Background: an optimization exercise with open tools, aiming at small area, a short achievable clock period and few clock cycles. Do not read the settings as production practice.
Function was checked by simulation only, so behaviour that the tests miss may differ from the original.
Power and IR drop assume default switching activity.

## v4
==> flow/design.v (excerpt) <==
module div_fsm#(
    parameter   DATAWIDTH = 10'd57
)
(
    input                         clk,
    input                         rst_n,
    input                         en,
    input     [DATAWIDTH-1:0]     dividend,
    input     [DATAWIDTH-1:0]     divisor,
    output                        ready,
    output    [DATAWIDTH-1:0]     quotient,
    output    [DATAWIDTH-1:0]     remainder,
    output                        vld_out
);
localparam W  = DATAWIDTH;
localparam K1 = 27;              
localparam K2 = 3;               
reg  [W-1:0] r_q;                
reg  [W-1:0] r_r;                
reg  [W-1:0] r_d;                
reg  [5:0]   r_cnt;              
reg          r_busy;
reg          r_vld;
assign ready     = ~r_busy;
assign vld_out   = r_vld;
assign quotient  = r_q;
assign remainder = r_r;
wire start = en & ~r_busy;
reg  [5:0]   r_wb;
reg  [5:0]   wb_in;
integer      wi;
always @(*) begin
    wb_in = 6'd0;
    for (wi = 0; wi < W; wi = wi + 1)
        if (divisor[wi]) wb_in = wi + 1;
end
wire [W-1:0] m;
genvar gi;
generate
    for (gi = 0; gi < W; gi = gi + 1) begin : g_m
        assign m[gi] = (r_wb <= gi + 1);
    end
endgenerate
wire d_nz = (r_wb != 6'd0);
wire [W+K1-1:0] x1 = {r_r, r_q[W-1:W-K1]};
wire [W+K2-1:0] x2 = {r_r, r_q[W-1:W-K2]};
wire sk1 = d_nz & (r_cnt >= K1) & ~|x1[W+K1-1:W] & ~|(x1[W-1:0] & m);
wire sk2 = d_nz & (r_cnt >= K2) & ~|x2[W+K2-1:W] & ~|(x2[W-1:0] & m);
wire [W:0]   x0   = {r_r, r_q[W-1]};
wire [W+1:0] diff = {1'b0, x0} - {2'b00, r_d};
wire         qb   = ~diff[W+1];
always @(posedge clk or negedge rst_n) begin
    if (!rst_n) begin
        r_busy <= 1'b0;
        r_vld  <= 1'b0;
        r_cnt  <= 6'd0;
    end else begin
        r_vld <= 1'b0;
        if (start) begin
            r_busy <= 1'b1;
            r_cnt  <= W;
        end else if (r_busy) begin
            if (sk1) begin
                r_cnt <= r_cnt - K1;
                if (r_cnt == K1) begin r_busy <= 1'b0; r_vld <= 1'b1; end
            end else if (sk2) begin
                r_cnt <= r_cnt - K2;
                if (r_cnt == K2) begin r_busy <= 1'b0; r_vld <= 1'b1; end
            end else begin
                r_cnt <= r_cnt - 1'b1;
                if (r_cnt == 6'd1) begin r_busy <= 1'b0; r_vld <= 1'b1; end
            end
        end
    end
end
always @(posedge clk) begin
  ...
Size: roughly 1700 cells after synthesis, about 190 flip-flops, about 14000 um2 of cells after synthesis.
Settings: LEC_CHECK=0, ABC_CLOCK_PERIOD_IN_PS=3000, CAP_MARGIN=20, CORE_MARGIN=2, CORE_UTILIZATION=40, CTS_BUF_LIST=sky130_fd_sc_hd__clkbuf_4 sky130_fd_sc_hd__clkbuf_8, SETUP_SLACK_MARGIN=2.5, SLEW_MARGIN=20; clock period 6.0 ns.
standard.sh (not shown) runs the stock make flow with config.mk's settings and CLKGATE_MAP_FILE= SYNTH_SCRIPT=/design/flow/synth_recipe.tcl, a recipe that flattens the netlist after the stock synthesis.
==> flow/flow/run.sh <==
#!/bin/bash
# The standard layout, with buf_1 as the port buffer cell instead of the
# cell buffer_ports picks by default.
set -euo pipefail
export BUFFER_PORTS_ARGS="-buffer_cell sky130_fd_sc_hd__buf_1"
bash standard.sh > standard.log 2>&1
v4: done, clean on timing, DRC and antenna
Testbench counts of v4, summed over its fixed seeds: cycles 33,212.
[inputs] v26 vs v4
Settings: SETUP_SLACK_MARGIN now 3.0, was 2.5; CTS_BUF_LIST no longer set, was sky130_fd_sc_hd__clkbuf_4 sky130_fd_sc_hd__clkbuf_8.
==> results.txt <==
- On instance count after placement with tap cells included, v4 and v26 are basically level.
- In the metrics for v4 and v26, the one carrying the higher post-route cell area is v26.
- Delta(share of the cycle needed by the critical path after routing, v26 - v4) < 0
- Of v4 and v26, v26 shows the lower worst slew margin relative to its limit, with v4 above it.
- Of the two values seen for origin of the worst setup path, r_wb[2]$_SDFFCE_PP0P_ was produced by v26 and r_r[39]$_SDFFE_PP0P_ by v4.
- The highest clock frequency the design can meet of v26 was superior to that of v4.
- v26 against v4; cell internal power dissipation is up by more than 10%.
- Sort v4 and v26 by part of the total power dissipated in combinational logic asc -> top: v4
- Of v4 and v26, v26 shows the higher count of clock-buffer cells in the layout, with v4 below it.
- Compared with v4, v26 shows total power that has gone up by more than 10%.
[inputs] v41 vs v26
Settings: ABC_CLOCK_PERIOD_IN_PS now 2000, was 3000; CTS_BUF_LIST now sky130_fd_sc_hd__clkbuf_4 sky130_fd_sc_hd__clkbuf_8, previously not set; SETUP_SLACK_MARGIN now 2.5, was 3.0.
Results
In the tables for v26 and v41, maximum vdd ir drop reads higher with v26. What v26 reported for number of violations reported at the end of detailed-routing iteration 0 has to be multiplied by 0.75 to get the figure for v41. On number of post-CTS setup repair buffers, the lower figure sits with v41, not v26. Of v41 and v26, it is v41 that has the lower final wirelength. v41 vs v26, startpoint of the worst setup timing path: r_r[39]$_SDFFE_PP0P_ vs r_wb[2]$_SDFFCE_PP0P_. Compared to v26, v41 has aggregate global-route resource usage 4.9 points lower. Summary of v41 over v26: actual slew at the worst max-slew pin lost 31 ps; count of instances resized after the clock tree is built lost about 90%.
Input changes introduced in v40 (baseline for comparison: v41):
Settings: swapping 2000 for 3000 in ABC_CLOCK_PERIOD_IN_PS; swapping 2.5 for 2.2 in SETUP_SLACK_MARGIN.
--- outcome ---
- Delta (v40 minus v41): count of flip-flops and latches level, maximum fanout count along the critical path went up by 18, count of vias placed by the detailed router fell 234, power fell by 4.2%.
- Of the two values seen for worst setup path endpoint, r_r[54]$_SDFFE_PP0P_ was produced by v41 and r_r[1]$_SDFFE_PP0P_ by v40.
Setup changes, v40 to v17
Settings: an added PLACE_DENSITY of 0.75; a change of SETUP_SLACK_MARGIN from 2.2 to 2.5; a change of CORE_UTILIZATION from 40 to 60; a deleted CTS_BUF_LIST that had been sky130_fd_sc_hd__clkbuf_4 sky130_fd_sc_hd__clkbuf_8.
## What came out
Each of the runs, namely v17 and v40, reached the end of the flow and came out clean.
v17 vs. v40: clock-buffer cell count -1, clock-pin slew on the worst setup and hold paths -30 ps, synthesis-to-finish area growth +3.9 points, clock period minus final worst setup slack -270 ps.
v17: met3 wire length higher than v40
Compared to v40, v17 has clock buffer and inverter area fraction after layout 1.3 points higher.
Changes observed in v17 relative to v40: combined global-route utilization of all metal layers rose by 12 points, sequential fraction of design power decreased 0.7 points, global routing met2 resource utilization saw an increase, final wirelength shows a reduction of 2.7 mm.
v17 gives more reg2reg setup slack than v40 did.
## Diff of input files: v38 against v17
Settings: clearing PLACE_DENSITY, which used to be 0.75; swapping 60 for 40 in CORE_UTILIZATION.
==> flow/flow/run.sh <==
#!/bin/bash
# The standard layout, with buf_1 as the port buffer cell instead of the
# cell buffer_ports picks by default, and sizing not held to cell footprints.
set -euo pipefail
export BUFFER_PORTS_ARGS="-buffer_cell sky130_fd_sc_hd__buf_1"
bash standard.sh MATCH_CELL_FOOTPRINT=0 finish > standard.log 2>&1
==> results.txt <==
Diff v17 -> v38: power per cell area fell by 15 nW/um2; post-layout instance area rose by about 0.8%; proportion of power drawn by combinational gates rose by 1.4 points.
Routing usage on met1 ended up 13 points lower on v38 than on v17.
Delta (v38 minus v17): area share of buffers outside the clock network about even; cell count rose about 6%.
Summary of the comparison: post-route minimum period is lower in v38, relative to v17.
r_wb[3]$_SDFFCE_PP1P_ as the first element of the critical path was reported by v38, and r_wb[1]$_SDFFCE_PP0P_ by v17.
Compared with v17, v38 shows a register share of total power that is 0.9 points lower.
v38 vs v17 — die height climbed by more than 10%
Compared with v17, v38 shows a non-clock buffer count that is 10 lower.
Going from v17 to v38, total power shrinks by 190 uW.

==> afterwards: timing with drivers on the ports <==
Ports are ideal in the flow. The routed layouts listed here were re-timed in OpenROAD.
Step 1, drivers: a clkbuf_16 drives clk and a buf_2 each remaining input, both assumed.
Step 2, shift: input delay + t, output delay - t, t = (earliest + latest rising clock arrival at the registers) / 2. This alone moves slack from input paths to output paths.
Three values: no drivers, after step 1, after step 2; two values: the first two.
run | t, ns | setup slack, ns | worst hold slack (ns) | pins driven straight from the clock port
v4 | 0.569 | 2.560 / 2.560 / 2.163 | 0.580 / 0.555 / 0.581 | 1
v26 | 0.512 | 2.571 / 2.571 / 2.509 | 0.581 / 0.581 / 0.581 | 1
v41 | 0.569 | 2.560 / 2.560 / 2.163 | 0.580 / 0.555 / 0.581 | 1
v40 | 0.571 | 2.213 / 2.213 / 2.032 | 0.580 / 0.556 / 0.588 | 1
v17 | 0.490 | 2.479 / 2.479 / 2.226 | 0.579 / 0.579 / 0.579 | 1
v38 | 0.502 | 2.563 / 2.563 / 2.246 | 0.574 / 0.574 / 0.574 | 1
After both steps every run listed still meets setup and hold.
